This is an optimization exercise on Yosys and OpenROAD, whose aim is small area, not a production implementation.
Function was checked by simulation only, so behaviour that the tests miss may differ from the original.

`flow/config.mk`:
```
export PLATFORM = sky130hd
export DESIGN_NAME = top
export DESIGN_NICKNAME = top
export VERILOG_FILES = /design/flow/design.v
export SDC_FILE = /design/flow/constraint.sdc
export NUM_CORES = 4
export LEC_CHECK = 0
export CAP_MARGIN = 20
export CORE_MARGIN = 2
export CORE_UTILIZATION = 60
export SLEW_MARGIN = 20
export SYNTH_HIERARCHICAL = 1
export SYNTH_MINIMUM_KEEP_SIZE = 0
```
`flow/constraint.sdc`:
```
create_clock -name core_clock -period 8.0 [get_ports {clk}]
set_input_delay 1.6000 -clock core_clock [delete_from_list [all_inputs] [get_ports {clk}]]
set_output_delay 1.6000 -clock core_clock [all_outputs]
set_load 0.01 [all_outputs]
```
`flow/design.v`:
```
`timescale 1ns / 1ps
module top(
    input         clk,
    input         rst,
    input  [26:0] freq_config,
    input  [26:0] phas_config,
    output reg [13:0] S
    );
    reg [26:0] T;
    reg        tc;
    wire [26:0] a = T & {27{~rst}};
    wire        am = tc & ~rst;
    wire s0, c1;
    hadd us0 (.a(a[0]), .b(freq_config[0]), .s(s0), .co(c1));
    wire s2, c3;
    fadd us2 (.a(a[1]), .b(freq_config[1]), .c(c1), .s(s2), .co(c3));
    wire s4, c5;
    fadd us4 (.a(a[2]), .b(freq_config[2]), .c(c3), .s(s4), .co(c5));
    wire s6, c7;
    fadd us6 (.a(a[3]), .b(freq_config[3]), .c(c5), .s(s6), .co(c7));
    wire s8, c9;
    fadd us8 (.a(a[4]), .b(freq_config[4]), .c(c7), .s(s8), .co(c9));
    wire s10, c11;
    fadd us10 (.a(a[5]), .b(freq_config[5]), .c(c9), .s(s10), .co(c11));
    wire s12, c13;
    fadd us12 (.a(a[6]), .b(freq_config[6]), .c(c11), .s(s12), .co(c13));
    wire s14, c15;
    fadd us14 (.a(a[7]), .b(freq_config[7]), .c(c13), .s(s14), .co(c15));
    wire s16, c17;
    fadd us16 (.a(a[8]), .b(freq_config[8]), .c(c15), .s(s16), .co(c17));
    wire s18, c19;
    fadd us18 (.a(a[9]), .b(freq_config[9]), .c(c17), .s(s18), .co(c19));
    wire s20, c21;
    fadd us20 (.a(a[10]), .b(freq_config[10]), .c(c19), .s(s20), .co(c21));
    wire s22, c23;
    fadd us22 (.a(a[11]), .b(freq_config[11]), .c(c21), .s(s22), .co(c23));
    wire s24, c25;
    fadd us24 (.a(a[12]), .b(freq_config[12]), .c(c23), .s(s24), .co(c25));
    wire s26, c27;
    fadd us26 (.a(a[13]), .b(freq_config[13]), .c(c25), .s(s26), .co(c27));
    wire s28, c29;
    fadd us28 (.a(a[14]), .b(freq_config[14]), .c(am), .s(s28), .co(c29));
    wire s30, c31;
    fadd us30 (.a(a[15]), .b(freq_config[15]), .c(c29), .s(s30), .co(c31));
    wire s32, c33;
    fadd us32 (.a(a[16]), .b(freq_config[16]), .c(c31), .s(s32), .co(c33));
    wire s34, c35;
    fadd us34 (.a(a[17]), .b(freq_config[17]), .c(c33), .s(s34), .co(c35));
    wire s36, c37;
    fadd us36 (.a(a[18]), .b(freq_config[18]), .c(c35), .s(s36), .co(c37));
    wire s38, c39;
    fadd us38 (.a(a[19]), .b(freq_config[19]), .c(c37), .s(s38), .co(c39));
    wire s40, c41;
    fadd us40 (.a(a[20]), .b(freq_config[20]), .c(c39), .s(s40), .co(c41));
    wire s42, c43;
    fadd us42 (.a(a[21]), .b(freq_config[21]), .c(c41), .s(s42), .co(c43));
    wire s44, c45;
    fadd us44 (.a(a[22]), .b(freq_config[22]), .c(c43), .s(s44), .co(c45));
    wire s46, c47;
    fadd us46 (.a(a[23]), .b(freq_config[23]), .c(c45), .s(s46), .co(c47));
    wire s48, c49;
    fadd us48 (.a(a[24]), .b(freq_config[24]), .c(c47), .s(s48), .co(c49));
    wire s50, c51;
    fadd us50 (.a(a[25]), .b(freq_config[25]), .c(c49), .s(s50), .co(c51));
    wire s52 = a[26] ^ freq_config[26] ^ c51;
    always @(posedge clk) begin
        T  <= {s52, s50, s48, s46, s44, s42, s40, s38, s36, s34, s32, s30, s28, s26, s24, s22, s20, s18, s16, s14, s12, s10, s8, s6, s4, s2, s0};
        tc <= c27;
    end
    wire s53, c54;
    hadd us53 (.a(a[14]), .b(am), .s(s53), .co(c54));
    wire s55, c56;
    hadd us55 (.a(a[15]), .b(c54), .s(s55), .co(c56));
    wire s57, c58;
    hadd us57 (.a(a[16]), .b(c56), .s(s57), .co(c58));
    wire s59, c60;
    hadd us59 (.a(a[17]), .b(c58), .s(s59), .co(c60));
    wire s61, c62;
    hadd us61 (.a(a[18]), .b(c60), .s(s61), .co(c62));
    wire s63, c64;
    fadd us63 (.a(a[19]), .b(phas_config[19]), .c(c62), .s(s63), .co(c64));
    wire s65, c66;
    fadd us65 (.a(a[20]), .b(phas_config[20]), .c(c64), .s(s65), .co(c66));
    wire s67, c68;
    fadd us67 (.a(a[21]), .b(phas_config[21]), .c(c66), .s(s67), .co(c68));
    wire s69, c70;
    fadd us69 (.a(a[22]), .b(phas_config[22]), .c(c68), .s(s69), .co(c70));
    wire s71, c72;
    fadd us71 (.a(a[23]), .b(phas_config[23]), .c(c70), .s(s71), .co(c72));
    wire s73, c74;
    fadd us73 (.a(a[24]), .b(phas_config[24]), .c(c72), .s(s73), .co(c74));
    wire s75, c76;
    fadd us75 (.a(a[25]), .b(phas_config[25]), .c(c74), .s(s75), .co(c76));
    wire s77 = a[26] ^ phas_config[26] ^ c76;
    reg [7:0] z0;
    always @(posedge clk) z0 <= {s77, s75, s73, s71, s69, s67, s65, s63};
    wire c78 = a[0] & phas_config[0];
    wire c79;
    cmaj uc79 (.a(a[1]), .b(phas_config[1]), .c(c78), .co(c79));
    wire c80;
    cmaj uc80 (.a(a[2]), .b(phas_config[2]), .c(c79), .co(c80));
    wire c81;
    cmaj uc81 (.a(a[3]), .b(phas_config[3]), .c(c80), .co(c81));
    wire c82;
    cmaj uc82 (.a(a[4]), .b(phas_config[4]), .c(c81), .co(c82));
    wire c83;
    cmaj uc83 (.a(a[5]), .b(phas_config[5]), .c(c82), .co(c83));
    wire c84;
    cmaj uc84 (.a(a[6]), .b(phas_config[6]), .c(c83), .co(c84));
    wire c85;
    cmaj uc85 (.a(a[7]), .b(phas_config[7]), .c(c84), .co(c85));
    wire c86;
    cmaj uc86 (.a(a[8]), .b(phas_config[8]), .c(c85), .co(c86));
    wire c87;
    cmaj uc87 (.a(a[9]), .b(phas_config[9]), .c(c86), .co(c87));
    wire c88;
    cmaj uc88 (.a(a[10]), .b(phas_config[10]), .c(c87), .co(c88));
    wire c89;
    cmaj uc89 (.a(a[11]), .b(phas_config[11]), .c(c88), .co(c89));
    wire c90;
    cmaj uc90 (.a(a[12]), .b(phas_config[12]), .c(c89), .co(c90));
    wire c91;
    cmaj uc91 (.a(a[13]), .b(phas_config[13]), .c(c90), .co(c91));
    wire c92;
    cmaj uc92 (.a(s53), .b(phas_config[14]), .c(c91), .co(c92));
    wire c93;
    cmaj uc93 (.a(s55), .b(phas_config[15]), .c(c92), .co(c93));
    wire c94;
    cmaj uc94 (.a(s57), .b(phas_config[16]), .c(c93), .co(c94));
    wire c95;
    cmaj uc95 (.a(s59), .b(phas_config[17]), .c(c94), .co(c95));
    wire c96;
    cmaj uc96 (.a(s61), .b(phas_config[18]), .c(c95), .co(c96));
    reg k0;
    always @(posedge clk) k0 <= c96;
    wire k97 = k0;
    wire s98, c99;
    hadd us98 (.a(z0[0]), .b(k97), .s(s98), .co(c99));
    wire s100, c101;
    hadd us100 (.a(z0[1]), .b(c99), .s(s100), .co(c101));
    wire s102, c103;
    hadd us102 (.a(z0[2]), .b(c101), .s(s102), .co(c103));
    wire s104, c105;
    hadd us104 (.a(z0[3]), .b(c103), .s(s104), .co(c105));
    wire s106, c107;
    hadd us106 (.a(z0[4]), .b(c105), .s(s106), .co(c107));
    wire s108, c109;
    hadd us108 (.a(z0[5]), .b(c107), .s(s108), .co(c109));
    wire s110, c111;
    hadd us110 (.a(z0[6]), .b(c109), .s(s110), .co(c111));
    wire s112 = z0[7] ^ c111;
    reg [7:0] ph1, ph2, ph3;
    reg [5:0] u4;
    reg       ss4, sc4;
    always @(posedge clk) begin
        ph1 <= {s112, s110, s108, s106, s104, s102, s100, s98};
        ph2 <= ph1;
        ph3 <= ph2;
        u4  <= ph3[5:0] ^ {6{ph3[6]}};
        ss4 <= ph3[7];
        sc4 <= ph3[7] ^ ph3[6];
    end
    reg        rd;
    reg [13:0] ci, cq;
    wire s113 = ~ci[0];
    wire s114 = ~(ci[1] ^ ci[0]);
    wire c115 = ci[1] | ci[0];
    wire s116, c117;
    hadd us116 (.a(ci[2]), .b(c115), .s(s116), .co(c117));
    wire s118 = ~(ci[3] ^ c117);
    wire c119 = ci[3] | c117;
    wire s120, c121;
    hadd us120 (.a(ci[4]), .b(c119), .s(s120), .co(c121));
    wire s122, c123;
    hadd us122 (.a(ci[5]), .b(c121), .s(s122), .co(c123));
    wire s124, c125;
    hadd us124 (.a(ci[6]), .b(c123), .s(s124), .co(c125));
    wire s126, c127;
    hadd us126 (.a(ci[7]), .b(c125), .s(s126), .co(c127));
    wire s128, c129;
    hadd us128 (.a(ci[8]), .b(c127), .s(s128), .co(c129));
    wire s130, c131;
    hadd us130 (.a(ci[9]), .b(c129), .s(s130), .co(c131));
    wire s132, c133;
    hadd us132 (.a(ci[10]), .b(c131), .s(s132), .co(c133));
    wire s134, c135;
    hadd us134 (.a(ci[11]), .b(c133), .s(s134), .co(c135));
    wire s136, c137;
    hadd us136 (.a(ci[12]), .b(c135), .s(s136), .co(c137));
    wire s138, c139;
    hadd us138 (.a(ci[13]), .b(c137), .s(s138), .co(c139));
    wire s140 = ~cq[0];
    wire s141, c142;
    hadd us141 (.a(cq[1]), .b(cq[0]), .s(s141), .co(c142));
    wire s143 = ~(cq[2] ^ c142);
    wire c144 = cq[2] | c142;
    wire s145 = ~(cq[3] ^ c144);
    wire c146 = cq[3] | c144;
    wire s147, c148;
    hadd us147 (.a(cq[4]), .b(c146), .s(s147), .co(c148));
    wire s149, c150;
    hadd us149 (.a(cq[5]), .b(c148), .s(s149), .co(c150));
    wire s151, c152;
    hadd us151 (.a(cq[6]), .b(c150), .s(s151), .co(c152));
    wire s153, c154;
    hadd us153 (.a(cq[7]), .b(c152), .s(s153), .co(c154));
    wire s155, c156;
    hadd us155 (.a(cq[8]), .b(c154), .s(s155), .co(c156));
    wire s157, c158;
    hadd us157 (.a(cq[9]), .b(c156), .s(s157), .co(c158));
    wire s159, c160;
    hadd us159 (.a(cq[10]), .b(c158), .s(s159), .co(c160));
    wire s161, c162;
    hadd us161 (.a(cq[11]), .b(c160), .s(s161), .co(c162));
    wire s163, c164;
    hadd us163 (.a(cq[12]), .b(c162), .s(s163), .co(c164));
    wire s165, c166;
    hadd us165 (.a(cq[13]), .b(c164), .s(s165), .co(c166));
    always @(posedge clk) begin
        rd <= rst;
        ci <= {s138, s136, s134, s132, s130, s128, s126, s124, s122, s120, s118, s116, s114, s113} & {14{~rd}};
        cq <= {s165, s163, s161, s159, s157, s155, s153, s151, s149, s147, s145, s143, s141, s140} & {14{~rd}};
    end
    wire [3:0] qs_one;
    assign qs_one[0] = 64'hf32ad8ff8cd2aaaa >> u4;
    assign qs_one[1] = 64'h03f0e33336db4b4b >> u4;
    assign qs_one[2] = 64'h0003ff807f03e0fc >> u4;
    assign qs_one[3] = 64'h00000007fffffc00 >> u4;
    wire [3:0] qs_two;
    assign qs_two[0] = 64'h0c11250052091111 >> u4;
    assign qs_two[1] = 64'h000f00c0c1043084 >> u4;
    assign qs_two[2] = 64'h0000007f80001f00 >> u4;
    assign qs_two[3] = 64'hfffffff800000000 >> u4;
    wire [3:0] qs_neg;
    assign qs_neg[0] = 64'hfc336d555a499999 >> u4;
    assign qs_neg[1] = 64'h03fc0383871c630c >> u4;
    assign qs_neg[2] = 64'h0003fff80003fc00 >> u4;
    assign qs_neg[3] = 1'b0;
    wire [3:0] qc_one;
    assign qc_one[0] = 64'h55554b31ff1b54cf >> u4;
    assign qc_one[1] = 64'hd2d2db6cccc70fc0 >> u4;
    assign qc_one[2] = 64'h3f07c0fe01ffc000 >> u4;
    assign qc_one[3] = 64'h003fffffe0000000 >> u4;
    wire [3:0] qc_two;
    assign qc_two[0] = 64'h8888904a00a48830 >> u4;
    assign qc_two[1] = 64'h210c20830300f000 >> u4;
    assign qc_two[2] = 64'h00f80001fe000000 >> u4;
    assign qc_two[3] = 64'h000000001fffffff >> u4;
    wire [3:0] qc_neg;
    assign qc_neg[0] = 64'h9999925aaab6cc3f >> u4;
    assign qc_neg[1] = 64'h30c638e1c1c03fc0 >> u4;
    assign qc_neg[2] = 64'h003fc0001fffc000 >> u4;
    assign qc_neg[3] = 1'b0;
    wire g167 = qc_neg[0] ^ sc4;
    wire p168 = ((qc_one[0] & ci[0])) ^ g167;
    wire p169 = ((qc_one[0] & ci[1]) | (qc_two[0] & ci[0])) ^ g167;
    wire p170 = ((qc_one[0] & ci[2]) | (qc_two[0] & ci[1])) ^ g167;
    wire p171 = ((qc_one[0] & ci[3]) | (qc_two[0] & ci[2])) ^ g167;
    wire p172 = ((qc_one[0] & ci[4]) | (qc_two[0] & ci[3])) ^ g167;
    wire p173 = ((qc_one[0] & ci[5]) | (qc_two[0] & ci[4])) ^ g167;
    wire p174 = ((qc_one[0] & ci[6]) | (qc_two[0] & ci[5])) ^ g167;
    wire p175 = ((qc_one[0] & ci[7]) | (qc_two[0] & ci[6])) ^ g167;
    wire p176 = ((qc_one[0] & ci[8]) | (qc_two[0] & ci[7])) ^ g167;
    wire p177 = ((qc_one[0] & ci[9]) | (qc_two[0] & ci[8])) ^ g167;
    wire p178 = ((qc_one[0] & ci[10]) | (qc_two[0] & ci[9])) ^ g167;
    wire p179 = ((qc_one[0] & ci[11]) | (qc_two[0] & ci[10])) ^ g167;
    wire p180 = ((qc_one[0] & ci[12]) | (qc_two[0] & ci[11])) ^ g167;
    wire p181 = ((qc_one[0] & ci[13]) | (qc_two[0] & ci[12])) ^ g167;
    wire p182 = ((qc_two[0] & ci[13])) ^ g167;
    wire g183 = ~g167;
    wire g184 = qc_neg[1] ^ sc4;
    wire p185 = ((qc_one[1] & ci[0])) ^ g184;
    wire p186 = ((qc_one[1] & ci[1]) | (qc_two[1] & ci[0])) ^ g184;
    wire p187 = ((qc_one[1] & ci[2]) | (qc_two[1] & ci[1])) ^ g184;
    wire p188 = ((qc_one[1] & ci[3]) | (qc_two[1] & ci[2])) ^ g184;
    wire p189 = ((qc_one[1] & ci[4]) | (qc_two[1] & ci[3])) ^ g184;
    wire p190 = ((qc_one[1] & ci[5]) | (qc_two[1] & ci[4])) ^ g184;
    wire p191 = ((qc_one[1] & ci[6]) | (qc_two[1] & ci[5])) ^ g184;
    wire p192 = ((qc_one[1] & ci[7]) | (qc_two[1] & ci[6])) ^ g184;
    wire p193 = ((qc_one[1] & ci[8]) | (qc_two[1] & ci[7])) ^ g184;
    wire p194 = ((qc_one[1] & ci[9]) | (qc_two[1] & ci[8])) ^ g184;
    wire p195 = ((qc_one[1] & ci[10]) | (qc_two[1] & ci[9])) ^ g184;
    wire p196 = ((qc_one[1] & ci[11]) | (qc_two[1] & ci[10])) ^ g184;
    wire p197 = ((qc_one[1] & ci[12]) | (qc_two[1] & ci[11])) ^ g184;
    wire p198 = ((qc_one[1] & ci[13]) | (qc_two[1] & ci[12])) ^ g184;
    wire p199 = ((qc_two[1] & ci[13])) ^ g184;
    wire g200 = ~g184;
    wire g201 = qc_neg[2] ^ sc4;
    wire p202 = ((qc_one[2] & ci[0])) ^ g201;
    wire p203 = ((qc_one[2] & ci[1]) | (qc_two[2] & ci[0])) ^ g201;
    wire p204 = ((qc_one[2] & ci[2]) | (qc_two[2] & ci[1])) ^ g201;
    wire p205 = ((qc_one[2] & ci[3]) | (qc_two[2] & ci[2])) ^ g201;
    wire p206 = ((qc_one[2] & ci[4]) | (qc_two[2] & ci[3])) ^ g201;
    wire p207 = ((qc_one[2] & ci[5]) | (qc_two[2] & ci[4])) ^ g201;
    wire p208 = ((qc_one[2] & ci[6]) | (qc_two[2] & ci[5])) ^ g201;
    wire p209 = ((qc_one[2] & ci[7]) | (qc_two[2] & ci[6])) ^ g201;
    wire p210 = ((qc_one[2] & ci[8]) | (qc_two[2] & ci[7])) ^ g201;
    wire p211 = ((qc_one[2] & ci[9]) | (qc_two[2] & ci[8])) ^ g201;
    wire p212 = ((qc_one[2] & ci[10]) | (qc_two[2] & ci[9])) ^ g201;
    wire p213 = ((qc_one[2] & ci[11]) | (qc_two[2] & ci[10])) ^ g201;
    wire p214 = ((qc_one[2] & ci[12]) | (qc_two[2] & ci[11])) ^ g201;
    wire p215 = ((qc_one[2] & ci[13]) | (qc_two[2] & ci[12])) ^ g201;
    wire p216 = ((qc_two[2] & ci[13])) ^ g201;
    wire g217 = ~g201;
    wire g218 = qc_neg[3] ^ sc4;
    wire p219 = ((qc_one[3] & ci[0])) ^ g218;
    wire p220 = ((qc_one[3] & ci[1]) | (qc_two[3] & ci[0])) ^ g218;
    wire p221 = ((qc_one[3] & ci[2]) | (qc_two[3] & ci[1])) ^ g218;
    wire p222 = ((qc_one[3] & ci[3]) | (qc_two[3] & ci[2])) ^ g218;
    wire p223 = ((qc_one[3] & ci[4]) | (qc_two[3] & ci[3])) ^ g218;
    wire p224 = ((qc_one[3] & ci[5]) | (qc_two[3] & ci[4])) ^ g218;
    wire p225 = ((qc_one[3] & ci[6]) | (qc_two[3] & ci[5])) ^ g218;
    wire p226 = ((qc_one[3] & ci[7]) | (qc_two[3] & ci[6])) ^ g218;
    wire p227 = ((qc_one[3] & ci[8]) | (qc_two[3] & ci[7])) ^ g218;
    wire p228 = ((qc_one[3] & ci[9]) | (qc_two[3] & ci[8])) ^ g218;
    wire p229 = ((qc_one[3] & ci[10]) | (qc_two[3] & ci[9])) ^ g218;
    wire p230 = ((qc_one[3] & ci[11]) | (qc_two[3] & ci[10])) ^ g218;
    wire p231 = ((qc_one[3] & ci[12]) | (qc_two[3] & ci[11])) ^ g218;
    wire p232 = ((qc_one[3] & ci[13]) | (qc_two[3] & ci[12])) ^ g218;
    wire p233 = ((qc_two[3] & ci[13])) ^ g218;
    wire g234 = ~g218;
    wire g235 = qs_neg[0] ^ ss4;
    wire p236 = ((qs_one[0] & cq[0])) ^ g235;
    wire p237 = ((qs_one[0] & cq[1]) | (qs_two[0] & cq[0])) ^ g235;
    wire p238 = ((qs_one[0] & cq[2]) | (qs_two[0] & cq[1])) ^ g235;
    wire p239 = ((qs_one[0] & cq[3]) | (qs_two[0] & cq[2])) ^ g235;
    wire p240 = ((qs_one[0] & cq[4]) | (qs_two[0] & cq[3])) ^ g235;
    wire p241 = ((qs_one[0] & cq[5]) | (qs_two[0] & cq[4])) ^ g235;
    wire p242 = ((qs_one[0] & cq[6]) | (qs_two[0] & cq[5])) ^ g235;
    wire p243 = ((qs_one[0] & cq[7]) | (qs_two[0] & cq[6])) ^ g235;
    wire p244 = ((qs_one[0] & cq[8]) | (qs_two[0] & cq[7])) ^ g235;
    wire p245 = ((qs_one[0] & cq[9]) | (qs_two[0] & cq[8])) ^ g235;
    wire p246 = ((qs_one[0] & cq[10]) | (qs_two[0] & cq[9])) ^ g235;
    wire p247 = ((qs_one[0] & cq[11]) | (qs_two[0] & cq[10])) ^ g235;
    wire p248 = ((qs_one[0] & cq[12]) | (qs_two[0] & cq[11])) ^ g235;
    wire p249 = ((qs_one[0] & cq[13]) | (qs_two[0] & cq[12])) ^ g235;
    wire p250 = ((qs_two[0] & cq[13])) ^ g235;
    wire g251 = ~g235;
    wire g252 = qs_neg[1] ^ ss4;
    wire p253 = ((qs_one[1] & cq[0])) ^ g252;
    wire p254 = ((qs_one[1] & cq[1]) | (qs_two[1] & cq[0])) ^ g252;
    wire p255 = ((qs_one[1] & cq[2]) | (qs_two[1] & cq[1])) ^ g252;
    wire p256 = ((qs_one[1] & cq[3]) | (qs_two[1] & cq[2])) ^ g252;
    wire p257 = ((qs_one[1] & cq[4]) | (qs_two[1] & cq[3])) ^ g252;
    wire p258 = ((qs_one[1] & cq[5]) | (qs_two[1] & cq[4])) ^ g252;
    wire p259 = ((qs_one[1] & cq[6]) | (qs_two[1] & cq[5])) ^ g252;
    wire p260 = ((qs_one[1] & cq[7]) | (qs_two[1] & cq[6])) ^ g252;
    wire p261 = ((qs_one[1] & cq[8]) | (qs_two[1] & cq[7])) ^ g252;
    wire p262 = ((qs_one[1] & cq[9]) | (qs_two[1] & cq[8])) ^ g252;
    wire p263 = ((qs_one[1] & cq[10]) | (qs_two[1] & cq[9])) ^ g252;
    wire p264 = ((qs_one[1] & cq[11]) | (qs_two[1] & cq[10])) ^ g252;
    wire p265 = ((qs_one[1] & cq[12]) | (qs_two[1] & cq[11])) ^ g252;
    wire p266 = ((qs_one[1] & cq[13]) | (qs_two[1] & cq[12])) ^ g252;
    wire p267 = ((qs_two[1] & cq[13])) ^ g252;
    wire g268 = ~g252;
    wire g269 = qs_neg[2] ^ ss4;
    wire p270 = ((qs_one[2] & cq[0])) ^ g269;
    wire p271 = ((qs_one[2] & cq[1]) | (qs_two[2] & cq[0])) ^ g269;
    wire p272 = ((qs_one[2] & cq[2]) | (qs_two[2] & cq[1])) ^ g269;
    wire p273 = ((qs_one[2] & cq[3]) | (qs_two[2] & cq[2])) ^ g269;
    wire p274 = ((qs_one[2] & cq[4]) | (qs_two[2] & cq[3])) ^ g269;
    wire p275 = ((qs_one[2] & cq[5]) | (qs_two[2] & cq[4])) ^ g269;
    wire p276 = ((qs_one[2] & cq[6]) | (qs_two[2] & cq[5])) ^ g269;
    wire p277 = ((qs_one[2] & cq[7]) | (qs_two[2] & cq[6])) ^ g269;
    wire p278 = ((qs_one[2] & cq[8]) | (qs_two[2] & cq[7])) ^ g269;
    wire p279 = ((qs_one[2] & cq[9]) | (qs_two[2] & cq[8])) ^ g269;
    wire p280 = ((qs_one[2] & cq[10]) | (qs_two[2] & cq[9])) ^ g269;
    wire p281 = ((qs_one[2] & cq[11]) | (qs_two[2] & cq[10])) ^ g269;
    wire p282 = ((qs_one[2] & cq[12]) | (qs_two[2] & cq[11])) ^ g269;
    wire p283 = ((qs_one[2] & cq[13]) | (qs_two[2] & cq[12])) ^ g269;
    wire p284 = ((qs_two[2] & cq[13])) ^ g269;
    wire g285 = ~g269;
    wire g286 = qs_neg[3] ^ ss4;
    wire p287 = ((qs_one[3] & cq[0])) ^ g286;
    wire p288 = ((qs_one[3] & cq[1]) | (qs_two[3] & cq[0])) ^ g286;
    wire p289 = ((qs_one[3] & cq[2]) | (qs_two[3] & cq[1])) ^ g286;
    wire p290 = ((qs_one[3] & cq[3]) | (qs_two[3] & cq[2])) ^ g286;
    wire p291 = ((qs_one[3] & cq[4]) | (qs_two[3] & cq[3])) ^ g286;
    wire p292 = ((qs_one[3] & cq[5]) | (qs_two[3] & cq[4])) ^ g286;
    wire p293 = ((qs_one[3] & cq[6]) | (qs_two[3] & cq[5])) ^ g286;
    wire p294 = ((qs_one[3] & cq[7]) | (qs_two[3] & cq[6])) ^ g286;
    wire p295 = ((qs_one[3] & cq[8]) | (qs_two[3] & cq[7])) ^ g286;
    wire p296 = ((qs_one[3] & cq[9]) | (qs_two[3] & cq[8])) ^ g286;
    wire p297 = ((qs_one[3] & cq[10]) | (qs_two[3] & cq[9])) ^ g286;
    wire p298 = ((qs_one[3] & cq[11]) | (qs_two[3] & cq[10])) ^ g286;
    wire p299 = ((qs_one[3] & cq[12]) | (qs_two[3] & cq[11])) ^ g286;
    wire p300 = ((qs_one[3] & cq[13]) | (qs_two[3] & cq[12])) ^ g286;
    wire p301 = ((qs_two[3] & cq[13])) ^ g286;
    wire g302 = ~g286;
    wire s303, c304;
    hadd us303 (.a(g184), .b(p170), .s(s303), .co(c304));
    wire s305, c306;
    hadd us305 (.a(p171), .b(p186), .s(s305), .co(c306));
    wire s307, c308;
    fadd us307 (.a(g201), .b(p172), .c(p187), .s(s307), .co(c308));
    wire s309, c310;
    hadd us309 (.a(p202), .b(c306), .s(s309), .co(c310));
    wire s311, c312;
    fadd us311 (.a(p173), .b(p188), .c(p203), .s(s311), .co(c312));
    wire s313, c314;
    hadd us313 (.a(c308), .b(s311), .s(s313), .co(c314));
    wire s315, c316;
    fadd us315 (.a(g218), .b(p174), .c(p189), .s(s315), .co(c316));
    wire s317, c318;
    fadd us317 (.a(p204), .b(p219), .c(c312), .s(s317), .co(c318));
    wire s319, c320;
    hadd us319 (.a(s315), .b(c314), .s(s319), .co(c320));
    wire s321, c322;
    fadd us321 (.a(p175), .b(p190), .c(p205), .s(s321), .co(c322));
    wire s323, c324;
    fadd us323 (.a(p220), .b(c316), .c(s321), .s(s323), .co(c324));
    wire s325, c326;
    hadd us325 (.a(c318), .b(s323), .s(s325), .co(c326));
    wire s327, c328;
    fadd us327 (.a(p176), .b(p191), .c(p206), .s(s327), .co(c328));
    wire s329, c330;
    fadd us329 (.a(p221), .b(c322), .c(s327), .s(s329), .co(c330));
    wire s331, c332;
    hadd us331 (.a(c324), .b(s329), .s(s331), .co(c332));
    wire lg333 = g167 & p168;
    wire lg334 = p169 & 1'b0;
    wire lg335 = p185 & s303;
    wire lg336 = c304 & s305;
    wire lg337 = s307 & s309;
    wire lg338 = c310 & s313;
    wire lg339 = s317 & s319;
    wire lg340 = c320 & s325;
    wire lg341 = c326 & s331;
    wire lt342 = g167 | p168;
    wire lt343 = p169 | 1'b0;
    wire lt344 = p185 | s303;
    wire lt345 = c304 | s305;
    wire lt346 = s307 | s309;
    wire lt347 = c310 | s313;
    wire lt348 = s317 | s319;
    wire lt349 = c320 | s325;
    wire lt350 = c326 | s331;
    wire lg351 = lg334 | (lt343 & lg333);
    wire lt352 = lt343 & lt342;
    wire lg353 = lg336 | (lt345 & lg335);
    wire lt354 = lt345 & lt344;
    wire lg355 = lg338 | (lt347 & lg337);
    wire lt356 = lt347 & lt346;
    wire lg357 = lg340 | (lt349 & lg339);
    wire lt358 = lt349 & lt348;
    wire lg359 = lg353 | (lt354 & lg351);
    wire lt360 = lt354 & lt352;
    wire lg361 = lg357 | (lt358 & lg355);
    wire lt362 = lt358 & lt356;
    wire lg363 = lg361 | (lt362 & lg359);
    wire lt364 = lt362 & lt360;
    wire lg365 = lg341 | (lt350 & lg363);
    wire lt366 = lt350 & lt364;
    wire s367, c368;
    hadd us367 (.a(g252), .b(p238), .s(s367), .co(c368));
    wire s369, c370;
    hadd us369 (.a(p239), .b(p254), .s(s369), .co(c370));
    wire s371, c372;
    fadd us371 (.a(g269), .b(p240), .c(p255), .s(s371), .co(c372));
    wire s373, c374;
    hadd us373 (.a(p270), .b(c370), .s(s373), .co(c374));
    wire s375, c376;
    fadd us375 (.a(p241), .b(p256), .c(p271), .s(s375), .co(c376));
    wire s377, c378;
    hadd us377 (.a(c372), .b(s375), .s(s377), .co(c378));
    wire s379, c380;
    fadd us379 (.a(g286), .b(p242), .c(p257), .s(s379), .co(c380));
    wire s381, c382;
    fadd us381 (.a(p272), .b(p287), .c(c376), .s(s381), .co(c382));
    wire s383, c384;
    hadd us383 (.a(s379), .b(c378), .s(s383), .co(c384));
    wire s385, c386;
    fadd us385 (.a(p243), .b(p258), .c(p273), .s(s385), .co(c386));
    wire s387, c388;
    fadd us387 (.a(p288), .b(c380), .c(s385), .s(s387), .co(c388));
    wire s389, c390;
    hadd us389 (.a(c382), .b(s387), .s(s389), .co(c390));
    wire s391, c392;
    fadd us391 (.a(p244), .b(p259), .c(p274), .s(s391), .co(c392));
    wire s393, c394;
    fadd us393 (.a(p289), .b(c386), .c(s391), .s(s393), .co(c394));
    wire s395, c396;
    hadd us395 (.a(c388), .b(s393), .s(s395), .co(c396));
    wire lg397 = g235 & p236;
    wire lg398 = p237 & 1'b0;
    wire lg399 = p253 & s367;
    wire lg400 = c368 & s369;
    wire lg401 = s371 & s373;
    wire lg402 = c374 & s377;
    wire lg403 = s381 & s383;
    wire lg404 = c384 & s389;
    wire lg405 = c390 & s395;
    wire lt406 = g235 | p236;
    wire lt407 = p237 | 1'b0;
    wire lt408 = p253 | s367;
    wire lt409 = c368 | s369;
    wire lt410 = s371 | s373;
    wire lt411 = c374 | s377;
    wire lt412 = s381 | s383;
    wire lt413 = c384 | s389;
    wire lt414 = c390 | s395;
    wire lg415 = lg398 | (lt407 & lg397);
    wire lt416 = lt407 & lt406;
    wire lg417 = lg400 | (lt409 & lg399);
    wire lt418 = lt409 & lt408;
    wire lg419 = lg402 | (lt411 & lg401);
    wire lt420 = lt411 & lt410;
    wire lg421 = lg404 | (lt413 & lg403);
    wire lt422 = lt413 & lt412;
    wire lg423 = lg417 | (lt418 & lg415);
    wire lt424 = lt418 & lt416;
    wire lg425 = lg421 | (lt422 & lg419);
    wire lt426 = lt422 & lt420;
    wire lg427 = lg425 | (lt426 & lg423);
    wire lt428 = lt426 & lt424;
    wire lg429 = lg405 | (lt414 & lg427);
    wire lt430 = lt414 & lt428;
    wire s431, c432;
    fadd us431 (.a(p177), .b(p192), .c(p207), .s(s431), .co(c432));
    wire s433, c434;
    fadd us433 (.a(p222), .b(p245), .c(p260), .s(s433), .co(c434));
    wire s435, c436;
    fadd us435 (.a(p275), .b(p290), .c(c328), .s(s435), .co(c436));
    wire s437, c438;
    fadd us437 (.a(c392), .b(s431), .c(s433), .s(s437), .co(c438));
    wire s439, c440;
    fadd us439 (.a(c330), .b(c394), .c(s435), .s(s439), .co(c440));
    wire s441, c442;
    fadd us441 (.a(s437), .b(c332), .c(c396), .s(s441), .co(c442));
    wire s443, c444;
    hadd us443 (.a(s439), .b(s441), .s(s443), .co(c444));
    wire s445, c446;
    fadd us445 (.a(p178), .b(p193), .c(p208), .s(s445), .co(c446));
    wire s447, c448;
    fadd us447 (.a(p223), .b(p246), .c(p261), .s(s447), .co(c448));
    wire s449, c450;
    fadd us449 (.a(p276), .b(p291), .c(c432), .s(s449), .co(c450));
    wire s451, c452;
    fadd us451 (.a(c434), .b(s445), .c(s447), .s(s451), .co(c452));
    wire s453, c454;
    fadd us453 (.a(c436), .b(c438), .c(s449), .s(s453), .co(c454));
    wire s455, c456;
    fadd us455 (.a(s451), .b(c440), .c(s453), .s(s455), .co(c456));
    wire s457, c458;
    hadd us457 (.a(c442), .b(s455), .s(s457), .co(c458));
    wire s459, c460;
    fadd us459 (.a(p179), .b(p194), .c(p209), .s(s459), .co(c460));
    wire s461, c462;
    fadd us461 (.a(p224), .b(p247), .c(p262), .s(s461), .co(c462));
    wire s463, c464;
    fadd us463 (.a(p277), .b(p292), .c(c446), .s(s463), .co(c464));
    wire s465, c466;
    fadd us465 (.a(c448), .b(s459), .c(s461), .s(s465), .co(c466));
    wire s467, c468;
    fadd us467 (.a(c450), .b(c452), .c(s463), .s(s467), .co(c468));
    wire s469, c470;
    fadd us469 (.a(s465), .b(c454), .c(s467), .s(s469), .co(c470));
    wire s471, c472;
    hadd us471 (.a(c456), .b(s469), .s(s471), .co(c472));
    wire s473, c474;
    fadd us473 (.a(p180), .b(p195), .c(p210), .s(s473), .co(c474));
    wire s475, c476;
    fadd us475 (.a(p225), .b(p248), .c(p263), .s(s475), .co(c476));
    wire s477, c478;
    fadd us477 (.a(p278), .b(p293), .c(c460), .s(s477), .co(c478));
    wire s479, c480;
    fadd us479 (.a(c462), .b(s473), .c(s475), .s(s479), .co(c480));
    wire s481, c482;
    fadd us481 (.a(c464), .b(c466), .c(s477), .s(s481), .co(c482));
    wire s483, c484;
    fadd us483 (.a(s479), .b(c468), .c(s481), .s(s483), .co(c484));
    wire s485, c486;
    hadd us485 (.a(c470), .b(s483), .s(s485), .co(c486));
    wire s487, c488;
    fadd us487 (.a(p181), .b(p196), .c(p211), .s(s487), .co(c488));
    wire s489, c490;
    fadd us489 (.a(p226), .b(p249), .c(p264), .s(s489), .co(c490));
    wire s491, c492;
    fadd us491 (.a(p279), .b(p294), .c(c474), .s(s491), .co(c492));
    wire s493, c494;
    fadd us493 (.a(c476), .b(s487), .c(s489), .s(s493), .co(c494));
    wire s495, c496;
    fadd us495 (.a(c478), .b(c480), .c(s491), .s(s495), .co(c496));
    wire s497, c498;
    fadd us497 (.a(s493), .b(c482), .c(s495), .s(s497), .co(c498));
    wire s499, c500;
    hadd us499 (.a(c484), .b(s497), .s(s499), .co(c500));
    wire s501, c502;
    fadd us501 (.a(p182), .b(p197), .c(p212), .s(s501), .co(c502));
    wire s503, c504;
    fadd us503 (.a(p227), .b(p250), .c(p265), .s(s503), .co(c504));
    wire s505, c506;
    fadd us505 (.a(p280), .b(p295), .c(c488), .s(s505), .co(c506));
    wire s507, c508;
    fadd us507 (.a(c490), .b(s501), .c(s503), .s(s507), .co(c508));
    wire s509, c510;
    fadd us509 (.a(c492), .b(c494), .c(s505), .s(s509), .co(c510));
    wire s511, c512;
    fadd us511 (.a(s507), .b(c496), .c(s509), .s(s511), .co(c512));
    wire s513, c514;
    hadd us513 (.a(c498), .b(s511), .s(s513), .co(c514));
    wire s515, c516;
    fadd us515 (.a(g183), .b(g251), .c(p198), .s(s515), .co(c516));
    wire s517, c518;
    fadd us517 (.a(p213), .b(p228), .c(p266), .s(s517), .co(c518));
    wire s519, c520;
    fadd us519 (.a(p281), .b(p296), .c(c502), .s(s519), .co(c520));
    wire s521, c522;
    fadd us521 (.a(c504), .b(s515), .c(s517), .s(s521), .co(c522));
    wire s523, c524;
    fadd us523 (.a(c506), .b(c508), .c(s519), .s(s523), .co(c524));
    wire s525, c526;
    fadd us525 (.a(s521), .b(c510), .c(s523), .s(s525), .co(c526));
    wire s527, c528;
    hadd us527 (.a(c512), .b(s525), .s(s527), .co(c528));
    wire v529 = ~p199;
    wire s530, c531;
    fadd us530 (.a(p214), .b(p229), .c(p267), .s(s530), .co(c531));
    wire s532, c533;
    fadd us532 (.a(p282), .b(p297), .c(v529), .s(s532), .co(c533));
    wire s534, c535;
    fadd us534 (.a(c516), .b(c518), .c(s530), .s(s534), .co(c535));
    wire s536, c537;
    fadd us536 (.a(s532), .b(c520), .c(c522), .s(s536), .co(c537));
    wire s538, c539;
    fadd us538 (.a(s534), .b(c524), .c(s536), .s(s538), .co(c539));
    wire s540, c541;
    hadd us540 (.a(c526), .b(s538), .s(s540), .co(c541));
    wire v542 = ~g200;
    wire s543, c544;
    fadd us543 (.a(g268), .b(v542), .c(p199), .s(s543), .co(c544));
    wire s545, c546;
    fadd us545 (.a(p215), .b(p230), .c(p283), .s(s545), .co(c546));
    wire s547, c548;
    fadd us547 (.a(p298), .b(c531), .c(c533), .s(s547), .co(c548));
    wire s549, c550;
    fadd us549 (.a(s543), .b(s545), .c(c535), .s(s549), .co(c550));
    wire s551, c552;
    fadd us551 (.a(s547), .b(c537), .c(s549), .s(s551), .co(c552));
    wire s553, c554;
    hadd us553 (.a(c539), .b(s551), .s(s553), .co(c554));
    wire s555, c556;
    fadd us555 (.a(g200), .b(p216), .c(p231), .s(s555), .co(c556));
    wire s557, c558;
    fadd us557 (.a(p284), .b(p299), .c(c544), .s(s557), .co(c558));
    wire s559, c560;
    fadd us559 (.a(c546), .b(s555), .c(c548), .s(s559), .co(c560));
    wire s561, c562;
    fadd us561 (.a(s557), .b(c550), .c(s559), .s(s561), .co(c562));
    wire s563, c564;
    hadd us563 (.a(c552), .b(s561), .s(s563), .co(c564));
    wire v565 = ~g217;
    wire s566, c567;
    fadd us566 (.a(g285), .b(v565), .c(p232), .s(s566), .co(c567));
    wire s568, c569;
    fadd us568 (.a(p300), .b(c556), .c(s566), .s(s568), .co(c569));
    wire s570, c571;
    fadd us570 (.a(c558), .b(s568), .c(c560), .s(s570), .co(c571));
    wire s572, c573;
    hadd us572 (.a(c562), .b(s570), .s(s572), .co(c573));
    wire s574, c575;
    fadd us574 (.a(g217), .b(p233), .c(p301), .s(s574), .co(c575));
    wire s576, c577;
    fadd us576 (.a(c567), .b(s574), .c(c569), .s(s576), .co(c577));
    wire s578, c579;
    hadd us578 (.a(s576), .b(c571), .s(s578), .co(c579));
    wire v580 = ~g234;
    wire s581, c582;
    fadd us581 (.a(g302), .b(v580), .c(c575), .s(s581), .co(c582));
    wire s583, c584;
    hadd us583 (.a(s581), .b(c577), .s(s583), .co(c584));
    wire s585, c586;
    hadd us585 (.a(g234), .b(c582), .s(s585), .co(c586));
    wire [14:0] r1 = {s585, s583, s578, s572, c554, c541, c528, c514, c500, c486, c472, c458, c444, s443, 1'b1};
    wire [14:0] r2 = {c584, c579, c573, c564, s563, s553, s540, s527, s513, s499, s485, s471, s457, lg365, lg429};
    wire [14:0] rs = r1 + r2;
    always @(posedge clk) S <= rs[14:1];
endmodule
module fadd(input a, input b, input c, output s, output co);
    assign s  = a ^ b ^ c;
    assign co = (a & b) | (c & (a ^ b));
endmodule
module hadd(input a, input b, output s, output co);
    assign s  = a ^ b;
    assign co = a & b;
endmodule
module cmaj(input a, input b, input c, output co);
    assign co = (a & b) | (c & (a | b));
endmodule
```
`flow/flow/run.sh`:
```
#!/bin/bash
# The standard layout (the standard.sh), with two changes:
#  - the port buffers are the smallest buffer, sky130_fd_sc_hd__buf_1;
#  - clock tree synthesis inserts no dummy loads.
set -euo pipefail
bash standard.sh \
  'BUFFER_PORTS_ARGS=-buffer_cell sky130_fd_sc_hd__buf_1' \
  'CTS_ARGS=-sink_clustering_enable -repair_clock_nets -dont_use_dummy_load' \
  finish > standard_flow.log 2>&1
```
`flow/standard.sh`:
```
#!/bin/bash
# synth_recipe.tcl (not shown) runs the flow's synth.tcl, then flattens the netlist and writes it again
# the make line also repeats each setting of config.mk as NAME=value (left out here)
make -C /OpenROAD-flow-scripts/flow DESIGN_CONFIG=/design/flow/config.mk WORK_HOME=/design/flow/orfs CLKGATE_MAP_FILE= SYNTH_SCRIPT=/design/flow/synth_recipe.tcl "${@:-finish}"
```
==> results of run 1 <==
## Yosys stat by module, one instance, submodules excluded
module | cells | times used
cmaj | 1 | 18
fadd | 1 | 110
hadd | 1 | 63
top | 850 | 1
## stage by stage
| step | util (%) | instances | worst slack (ps) |
|---|---|---|---|
| finish | 65.0 | 1294 | 713 |
| global route | 65.0 | 1294 | 301 |
| CTS | 65.0 | 1294 | 692 |
| detailed placement | 63.7 | 1285 | 332 |
| global placement | 63.7 | 1285 | 364 |
| floorplan | - | 1041 | 630 |
## how the worst min path moves through the flow
| stage | to | slack, ps | depth (start not counted) |
|---|---|---|---|
| finish | ph2[6] | 310 | 0 |
| global route | ph2[4] | 320 | 0 |
| CTS | ph2[6] | 320 | 0 |
| detailed placement | ph2[0] | 310 | 0 |
| global placement | ph2[7] | 310 | 0 |
| floorplan | ph2[0] | 310 | 0 |
## routing by layer
metal	track usage [%]	vias to the layer above
met3	3.99	56
met4	10.8	0
met1	36.4	3725
li1	-	3699
met2	45.0	288
met5	0	-
## cell families (layout without fill, tap and decap cells)
kind of cell    count (synthesis)  in the layout  share of synthesized area [%]
buf+inv                       116            144                           4.78
xor+xnor                      145            145                           12.2
compound gates                260            260                           17.9
simple gates                  184            184                           9.39
flops                         112            112                           21.4
fa+ha+maj                     219            219                           33.8
mux                             5              5                          0.608
## sequential cells by signal, indices dropped and copies added (netlist names), 6 cells and up
signal	cells
T	27
S	14
ci	14
cq	14
ph1	8
ph2	8
ph3	8
z0	8
u4	6
## layout make-up
class,count,share of cell area (%)
Multi-Input combinational cell,813,69.7
Tap cell,225,2.52
Clock buffer,9,2.02
Inverter,31,1.04
Sequential cell,112,20.1
Timing Repair Buffer,104,4.67
## cells in the mapped netlist, types with 3 or more instances
master	count	area, um2
fa_1	111	2220
o32ai_1	3	26.3
a31oi_1	8	50.1
nor3_1	9	45.0
a21oi_1	34	170
o21a_1	3	22.5
o21ai_1	5	25.0
inv_1	27	101
o21bai_1	6	45.0
buf_2	10	50.1
buf_4	5	37.5
nor2b_1	57	357
nand2_1	35	131
maj3_2	18	203
or3_1	3	18.8
o211ai_1	5	37.5
dfxtp_1	112	2240
o22ai_1	10	62.6
mux2i_1	3	30.0
clkbuf_2	13	65.1
clkbuf_1	44	165
nor3b_1	4	30.0
nand2b_1	10	62.6
nand4_1	4	25.0
xor2_1	40	350
nor2_1	34	128
a221oi_1	4	35.0
inv_2	3	11.3
xnor2_1	103	902
o21ai_0	21	105
a21o_1	7	52.6
buf_1	10	37.5
and2_1	9	56.3
a22oi_1	103	773
ha_1	88	1100
a211oi_1	10	75.1
nand3_1	6	30.0
o31ai_1	6	45.0
a22o_1	5	43.8
==> impl_metrics.env, run 1 <==
export IMPL_status="complete, no violations"
export IMPL_syn_avg_cell_area_um2=10.1
export IMPL_worstSkewPairLatency_ps=370
export IMPL_regArea_um2=2240
export IMPL_crit_path_max_fanout=3
export IMPL_period_minus_slack_ps=7290
export IMPL_fin_crit_sh_pct=91.1
export IMPL_hold_buffers=0
export IMPL_rows=48
export IMPL_rr_endpoint="S[13]"
export IMPL_fin_area_um2=11200
export IMPL_cp_slowest_cell="maj3_2"
export IMPL_r2r_start="u4[3]"
export IMPL_holdCritStartpoint="ph1[6]"
export IMPL_ys_warn_count=7
export IMPL_hold_violations=0
export IMPL_nFillCells=1455
export IMPL_first_iter_violations=521
export IMPL_wl_met1_um=10700
export IMPL_drv_cap=0
export IMPL_most_common_layout_cells="dfxtp_1 (112), fa_1 (111), a22oi_1 (103)"
export IMPL_required_ps=8240
export IMPL_clock_skew_ps=25.0
export IMPL_syn_nets=1296
export IMPL_synth_edf_count=0
export IMPL_max_freq_ghz=0.137
export IMPL_hpwl_um=18900
export IMPL_grt_overflow=0
export IMPL_cts_tree="built"
export IMPL_final_setup_viol_count=0
export IMPL_drt_vias_per_instance=6.00
export IMPL_max_stage_delay_ps=320
export IMPL_syn_area_um2=10500
export IMPL_drc=0
export IMPL_cp_endpoint="k0"
export IMPL_max_slew_margin_pct=32.5
export IMPL_cp_cell_sequence="buf_1 -> nor2b_1 -> and2_1 -> maj3_2 -> maj3_2 -> maj3_2 -> maj3_2 -> maj3_2 -> maj3_2 -> maj3_2 -> maj3_2 -> maj3_2 -> maj3_2 -> maj3_2 -> maj3_2 -> maj3_2 -> maj3_2 -> maj3_2 -> maj3_2 -> maj3_2 -> maj3_2"
export IMPL_yosys_register_bits=112
export IMPL_cpMostUsedCell="maj3_2"
export IMPL_clockBufferDepth=2
export IMPL_grt_pass1_vias=7621
export IMPL_worst_path_stages=21
export IMPL_port_buffers=69
export IMPL_grt_max_degree=41
export IMPL_drtAntennaViolNets=0
export IMPL_postSynth_asyncResetShare_pct=0
export IMPL_ff2ff_setup_slack_ps=750
export IMPL_met3_wirelength_um=1270
export IMPL_core_area_um2=17200
export IMPL_die_area_um2=18600
export IMPL_initial_core_util_pct=61.1
export IMPL_met2_length_um=11600
export IMPL_grt_pass1_wl_um=39300
export IMPL_vias=7768
export IMPL_synth_distinct_cells=82
export IMPL_grtUsageTotal_pct=27.4
export IMPL_cp_start_kind="input pin"
export IMPL_dr_pass1_iters=5
export IMPL_end_kind="flop"
export IMPL_routed_wl_um=24400
export IMPL_die_x_um=136
export IMPL_drv_slew=0
export IMPL_critical_path_top_delay_family="adder cells"
export IMPL_critPathKind="input pin to flop"
export IMPL_drive_gt1_share_pct=7.95
export IMPL_cts_clk_slew_worst_paths_ps=80
export IMPL_cp_data_arrival_time_ps=7530
export IMPL_worst_pin_slew_ps=1010
export IMPL_seq_area_frac_synth_pct=21.4
export IMPL_ys_flop_type="dfxtp_1"
export IMPL_cts_max_level=3
export IMPL_multi_input_area_um2=7780
export IMPL_final_nets=1326
export IMPL_place_area_um2=10900
export IMPL_antenna_found_initial=0
export IMPL_final_common_cell="dfxtp_1"
export IMPL_cts_setup_buffers=0
export IMPL_rsz0062_at_grt="false"
export IMPL_cts_buffers=9
export IMPL_startpoint="rst"
export IMPL_gp_congestion=0.904
export IMPL_holdWs_ps=315
export IMPL_reg2reg_depth=25
export IMPL_cts_num_sinks=112
export IMPL_min_path_type="flop to flop"
export IMPL_diodes=0
export IMPL_crit_buf_inv=1
export IMPL_clock_root_buffer="clkbuf_16"
export IMPL_syn_inst=1041
export IMPL_wl_per_cell_um=18.8
export IMPL_ios=70
export IMPL_syn2layout_area_growth_pct=6.34
export IMPL_die_y_um=136
export IMPL_dr_max_layer_used="met4"
export IMPL_fin_setup_tns_ps=0
export IMPL_ctsResizeCount=0
==> run 2, diff against run 1 <==
--- a/flow/config.mk
+++ b/flow/config.mk
@@ -5,9 +5,9 @@
 export SDC_FILE = /design/flow/constraint.sdc
 export NUM_CORES = 4
 export LEC_CHECK = 0
-export CAP_MARGIN = 20
+export CAP_MARGIN = 0
 export CORE_MARGIN = 2
 export CORE_UTILIZATION = 60
-export SLEW_MARGIN = 20
+export SLEW_MARGIN = 0
 export SYNTH_HIERARCHICAL = 1
 export SYNTH_MINIMUM_KEEP_SIZE = 0
==> impl_metrics.env, run 2 <==
export IMPL_synth_distinct_cells=82
export IMPL_drv_cap=0
export IMPL_final_setup_viol_count=0
export IMPL_final_nets=1326
export IMPL_holdWs_ps=315
export IMPL_fin_setup_tns_ps=0
export IMPL_postSynth_asyncResetShare_pct=0
export IMPL_status="complete, no violations"
export IMPL_drive_gt1_share_pct=7.95
export IMPL_fin_crit_sh_pct=91.1
export IMPL_ctsResizeCount=0
export IMPL_antenna_found_initial=0
export IMPL_ys_flop_type="dfxtp_1"
export IMPL_end_kind="flop"
export IMPL_place_area_um2=10900
export IMPL_grtUsageTotal_pct=27.4
export IMPL_syn_inst=1041
export IMPL_clock_skew_ps=25.0
export IMPL_port_buffers=69
export IMPL_synth_mux_area_share_pct=0.608
export IMPL_synth_edf_count=0
export IMPL_synthTopCellsByCount="dfxtp_1 (112), fa_1 (111), a22oi_1 (103), xnor2_1 (103), ha_1 (88)"
export IMPL_critPathKind="input pin to flop"
export IMPL_synthXorXnorAreaFrac_pct=12.2
export IMPL_cts_setup_buffers=0
export IMPL_yosysMostFrequentCell="dfxtp_1"
export IMPL_worstSkewPairLatency_ps=370
export IMPL_initial_core_util_pct=61.1
export IMPL_die_y_um=136
export IMPL_syn_nets=1296
export IMPL_clockBufferDepth=2
export IMPL_clock_root_buffer="clkbuf_16"
export IMPL_cts_max_level=3
export IMPL_fin_area_um2=11200
export IMPL_cts_num_sinks=112
export IMPL_hpwl_um=18900
export IMPL_syn_area_um2=10500
export IMPL_yosysTopAreaCell="dfxtp_1"
export IMPL_yosys_register_bits=112
export IMPL_cp_start_kind="input pin"
export IMPL_pre_cts_ws_ps=332
export IMPL_required_ps=8240
export IMPL_die_x_um=136
export IMPL_worst_pin_slew_ps=1010
export IMPL_ios=70
export IMPL_cp_data_arrival_time_ps=7530
export IMPL_syn2layout_area_growth_pct=6.34
export IMPL_drt_vias_per_instance=6.00
export IMPL_dr_pass1_iters=5
export IMPL_grt_pass1_wl_um=39300
export IMPL_grt_overflow=0
export IMPL_syn_avg_cell_area_um2=10.1
export IMPL_postLayoutCoreUtil_pct=65.0
export IMPL_yosys_area_share_simple_pct=9.39
export IMPL_final_common_cell="dfxtp_1"
export IMPL_cts_buffers=9
export IMPL_grt_max_degree=41
export IMPL_synth_fa_ha_area_share_pct=33.8
export IMPL_routed_wl_um=24400
export IMPL_seq_area_frac_synth_pct=21.4
export IMPL_largest_reg_flops=27
export IMPL_crit_path_max_fanout=3
export IMPL_hold_violations=0
export IMPL_vias=7768
export IMPL_ys_warn_count=7
export IMPL_rows=48
export IMPL_yosys_top_cells_area="dfxtp_1 (21%), fa_1 (21%), ha_1 (10%)"
export IMPL_drv_slew=0
export IMPL_synth_compound_area_share_pct=17.9
export IMPL_min_path_type="flop to flop"
export IMPL_rsz0062_at_grt="false"
export IMPL_setup_ws_ps=713
export IMPL_max_freq_ghz=0.137
export IMPL_drtAntennaViolNets=0
export IMPL_cts_tree="built"
export IMPL_hold_buffers=0
export IMPL_wl_per_cell_um=18.8
export IMPL_most_common_layout_cells="dfxtp_1 (112), fa_1 (111), a22oi_1 (103)"
export IMPL_yosysTopAreaCellShare_pct=21.4
export IMPL_diodes=0
export IMPL_die_area_um2=18600
export IMPL_period_minus_slack_ps=7290
export IMPL_grt_pass1_vias=7621
export IMPL_gp_congestion=0.904
export IMPL_largest_register="T"
export IMPL_cts_clk_slew_worst_paths_ps=80
export IMPL_synth_top_family_by_area="adder cells"
export IMPL_first_iter_violations=521
export IMPL_max_slew_margin_pct=32.5
export IMPL_drc=0
export IMPL_core_area_um2=17200
run 2: final cells by class:
cell class	count	area [um2]
Clock buffer	9	225
Fill cell	1455	6010
Inverter	31	116
Multi-Input combinational cell	813	7780
Sequential cell	112	2240
Tap cell	225	282
Timing Repair Buffer	104	522
run 2: worst paths after layout:
| kind | cells past startpoint | start | slack, ps | to |
|---|---|---|---|---|
| max | 21 | rst | 710 | k0 |
| min | 0 | ph1[6] | 310 | ph2[6] |
| max reg2reg | 25 | u4[3] | 750 | S[13] |
| min reg2reg | 0 | ph1[6] | 310 | ph2[6] |
run 2: layer usage:
layer,up-vias,GRT usage [%],part of all wire [%]
met5,-,0,0
met4,0,10.8,3.5
met3,56,3.99,5.2
met2,288,45.0,47
met1,3725,36.4,44
li1,3699,-,-
run 2: cells by family (layout without fill, tap and decap cells):
logic type | Yosys count | after routing
muxes | 5 | 5
xor gates and xnor gates | 145 | 145
adders and majority gates | 219 | 219
DFF | 112 | 112
AOI/OAI and AO/OA | 260 | 260
and+or+nand+nor | 184 | 184
buffers and inverters | 116 | 144
run 2: metrics by stage:
step | instances
global route | 1294
detailed placement | 1285
global placement | 1285
CTS | 1294
floorplan | 1041
finish | 1294
run 2: worst max-delay path: stages:
cell and delay, ps:
buf_1 110, nor2b_1 70, and2_1 160, maj3_2 310, maj3_2 310, maj3_2 320, maj3_2 310, maj3_2 310
maj3_2 310, maj3_2 310, maj3_2 310, maj3_2 310, maj3_2 320, maj3_2 310, maj3_2 310, maj3_2 310
maj3_2 310, maj3_2 310, maj3_2 310, maj3_2 310, maj3_2 300
run 2: per-module statistics from Yosys, one instance, submodules excluded:
module,times used,flops+latches,cell area [um2]
top,1,112,7310
cmaj,18,0,11.3
fadd,110,0,20.0
hadd,63,0,12.5
==> run 3, diff against run 2 <==
--- a/flow/flow/run.sh
+++ b/flow/flow/run.sh
@@ -5,5 +5,5 @@
 set -euo pipefail
 bash standard.sh \
   'BUFFER_PORTS_ARGS=-buffer_cell sky130_fd_sc_hd__buf_1' \
-  'CTS_ARGS=-sink_clustering_enable -repair_clock_nets -dont_use_dummy_load' \
+  'CTS_ARGS=-sink_clustering_enable -repair_clock_nets -dont_use_dummy_load -buf_list sky130_fd_sc_hd__clkbuf_8 -sink_clustering_size 10 -sink_clustering_max_diameter 50' \
   finish > standard_flow.log 2>&1
--- a/flow/config.mk
+++ b/flow/config.mk
@@ -5,9 +5,9 @@
 export SDC_FILE = /design/flow/constraint.sdc
 export NUM_CORES = 4
 export LEC_CHECK = 0
-export CAP_MARGIN = 0
+export CAP_MARGIN = 20
 export CORE_MARGIN = 2
 export CORE_UTILIZATION = 60
-export SLEW_MARGIN = 0
+export SLEW_MARGIN = 20
 export SYNTH_HIERARCHICAL = 1
 export SYNTH_MINIMUM_KEEP_SIZE = 0
==> impl_metrics.env, run 3 <==
export IMPL_syn2layout_area_growth_pct=5.37
export IMPL_drtAntennaViolNets=0
export IMPL_postLayoutCoreUtil_pct=64.4
export IMPL_stdcell_count=1294
export IMPL_cp_endpoint="k0"
export IMPL_drive_gt1_share_pct=7.95
export IMPL_seq_area_frac_synth_pct=21.4
export IMPL_top_usage_layer="met2"
export IMPL_postSynth_asyncResetShare_pct=0
export IMPL_first_iter_violations=550
export IMPL_startpoint="rst"
export IMPL_largest_register="T"
export IMPL_yosys_top_cells_area="dfxtp_1 (21%), fa_1 (21%), ha_1 (10%)"
export IMPL_clock_skew_ps=35.2
export IMPL_port_buffers=69
export IMPL_rsz0062_at_grt="false"
export IMPL_syn_avg_cell_area_um2=10.1
export IMPL_hpwl_um=18900
export IMPL_status="complete, no violations"
export IMPL_die_area_um2=18600
export IMPL_syn_inst=1041
export IMPL_r2r_start="u4[3]"
export IMPL_synth_edf_count=0
export IMPL_syn_nets=1296
export IMPL_initial_core_util_pct=61.1
export IMPL_drv_slew=0
export IMPL_final_common_cell="dfxtp_1"
export IMPL_final_setup_viol_count=0
export IMPL_clockBufferDepth=2
export IMPL_grtUsageMet3_pct=4.29
export IMPL_die_x_um=136
export IMPL_max_freq_ghz=0.138
export IMPL_ys_flop_type="dfxtp_1"
export IMPL_ys_warn_count=7
export IMPL_reg2reg_depth=25
export IMPL_vias=7764
export IMPL_cts_tree="built"
export IMPL_ctsResizeCount=0
export IMPL_rows=48
export IMPL_grt_overflow=0
export IMPL_cts_setup_buffers=0
export IMPL_crit_path_max_fanout=3
export IMPL_dpl_cell_count=1285
export IMPL_yosysTopAreaCellShare_pct=21.4
export IMPL_synthTopCellsByCount="dfxtp_1 (112), fa_1 (111), a22oi_1 (103), xnor2_1 (103), ha_1 (88)"
export IMPL_yosys_register_bits=112
export IMPL_dr_pass1_iters=6
export IMPL_period_minus_slack_ps=7260
export IMPL_required_ps=8260
export IMPL_cts_clk_slew_worst_paths_ps=110
export IMPL_cp_start_kind="input pin"
export IMPL_hold_buffers=0
export IMPL_antenna_found_initial=0
export IMPL_gp_congestion=0.904
export IMPL_most_common_layout_cells="dfxtp_1 (112), fa_1 (111), a22oi_1 (103)"
export IMPL_min_path_type="flop to flop"
export IMPL_end_kind="flop"
export IMPL_yosysTopAreaCell="dfxtp_1"
export IMPL_grtUsageTotal_pct=27.3
export IMPL_die_y_um=136
export IMPL_final_nets=1326
export IMPL_drv_cap=0
export IMPL_syn_area_um2=10500
export IMPL_drc=0
export IMPL_met2_usage_pct=45.1
export IMPL_grtUsageMet1_pct=36.2
export IMPL_fin_setup_tns_ps=0
export IMPL_ff2ff_setup_slack_ps=740
export IMPL_max_slew_margin_pct=31.9
export IMPL_synth_distinct_cells=82
export IMPL_cts_num_sinks=112
export IMPL_fin_crit_sh_pct=90.8
export IMPL_hold_violations=0
export IMPL_largest_reg_flops=27
export IMPL_worst_pin_slew_ps=1020
export IMPL_diodes=0
export IMPL_cts_buffers=9
export IMPL_cp_data_arrival_time_ps=7520
export IMPL_core_area_um2=17200
export IMPL_wl_per_cell_um=18.8
export IMPL_worstSkewPairLatency_ps=390
export IMPL_routed_wl_um=24300
export IMPL_rr_endpoint="S[13]"
export IMPL_clock_root_buffer="clkbuf_8"
export IMPL_cts_max_level=3
export IMPL_yosysMostFrequentCell="dfxtp_1"
export IMPL_grt_pass1_wl_um=39300
export IMPL_critPathKind="input pin to flop"
export IMPL_grt_max_degree=41
export IMPL_nFillCells=1468
export IMPL_ios=70
export IMPL_drt_vias_per_instance=6.00
export IMPL_grt_pass1_vias=7620
run 3: cell types whose count changed in the layout (fill, tap and decap cells not counted):
cell	previous run	this run
clkbuf_16	9	0
clkbuf_8	0	9
run 3: cell families after synthesis:
kind of cell,Yosys count,share of synthesized area (%)
multiplexers,5,0.608
buffers and inverters,116,4.78
adder cells (fa/ha/maj),219,33.8
AO/OA/AOI/OAI,260,17.9
flip-flops,112,21.4
AND/OR/NAND/NOR,184,9.39
XOR/XNOR,145,12.2
run 3: Yosys stat by module (local to each module, per instance):
| module | times used | flip-flops and latches |
|---|---|---|
| cmaj | 18 | 0 |
| top | 1 | 112 |
| fadd | 110 | 0 |
| hadd | 63 | 0 |
run 3: worst min path at each step:
stage	end	from	depth (start not counted)	slack, ps
2_1_floorplan	ph2[0]	ph1[0]	0	310
3_3_place_gp	ph2[7]	ph1[7]	0	310
3_5_place_dp	ph2[0]	ph1[0]	0	310
4_1_cts	ph2[6]	ph1[6]	0	310
5_1_grt	ph2[4]	ph1[4]	0	310
6_report	ph2[6]	ph1[6]	0	310
run 3: critical path: stages:
cell	delay, ps
buf_1	110
nor2b_1	70
and2_1	160
maj3_2	310
maj3_2	310
maj3_2	320
maj3_2	310
maj3_2	310
maj3_2	310
maj3_2	310
maj3_2	310
maj3_2	310
maj3_2	320
maj3_2	310
maj3_2	310
maj3_2	310
maj3_2	310
maj3_2	310
maj3_2	310
maj3_2	310
maj3_2	300
run 3: layout make-up:
type                    instances  area, um2  area share (%)
clock buffers                   9        124            1.12
well taps                     225        282            2.54
multi-input cells             813       7780            70.3
inverters                      31        116            1.05
flip-flops and latches        112       2240            20.3
repair buffers                104        522            4.72
run 3: through the flow:
step                      setup slack, ps  hold slack [ps]  instance area, um2
after floorplan                       630              310               10500
after global placement                364              310               10900
after detailed placement              332              312               10900
after CTS                             727              309               11100
after global routing                  297              314               11100
final                                 740              308               11100
run 3: per-layer routing:
layer | vias up | share of wire, %
li1 | 3698 | -
met1 | 3758 | 44
met2 | 258 | 48
met3 | 50 | 5.0
met4 | 0 | 3.1
met5 | - | 0

## afterwards: timing with drivers on the ports
In the flow no input, the clock included, has a driving cell. The finished layouts below were timed again as built, in two steps. Step 1 assumes that a clkbuf_16 drives the clock port and a buf_2 every other input. Step 2 adds t to the input delays and takes it off the output delays; t is the mean of the earliest and latest rising clock arrival at the registers after step 1. Input paths then give back, and output paths get back, about the clock's delay inside the block. a / b / c = ideal ports / drivers / drivers and shift; a / b = the first two.
run | t (ns) | slack for setup (ns) | clock arrival spread, ns
run 1 | 0.400 | 0.713 / 0.738 / 0.337 | 0.027 / 0.027
run 2 | 0.400 | 0.713 / 0.738 / 0.337 | 0.027 / 0.027
run 3 | 0.418 | 0.740 / 0.744 / 0.343 | 0.041 / 0.042
After both steps every run listed still meets setup and hold. For run 3, which loses most, drivers alone change the setup slack by +0.004 ns; drivers and shift together by -0.397 ns.
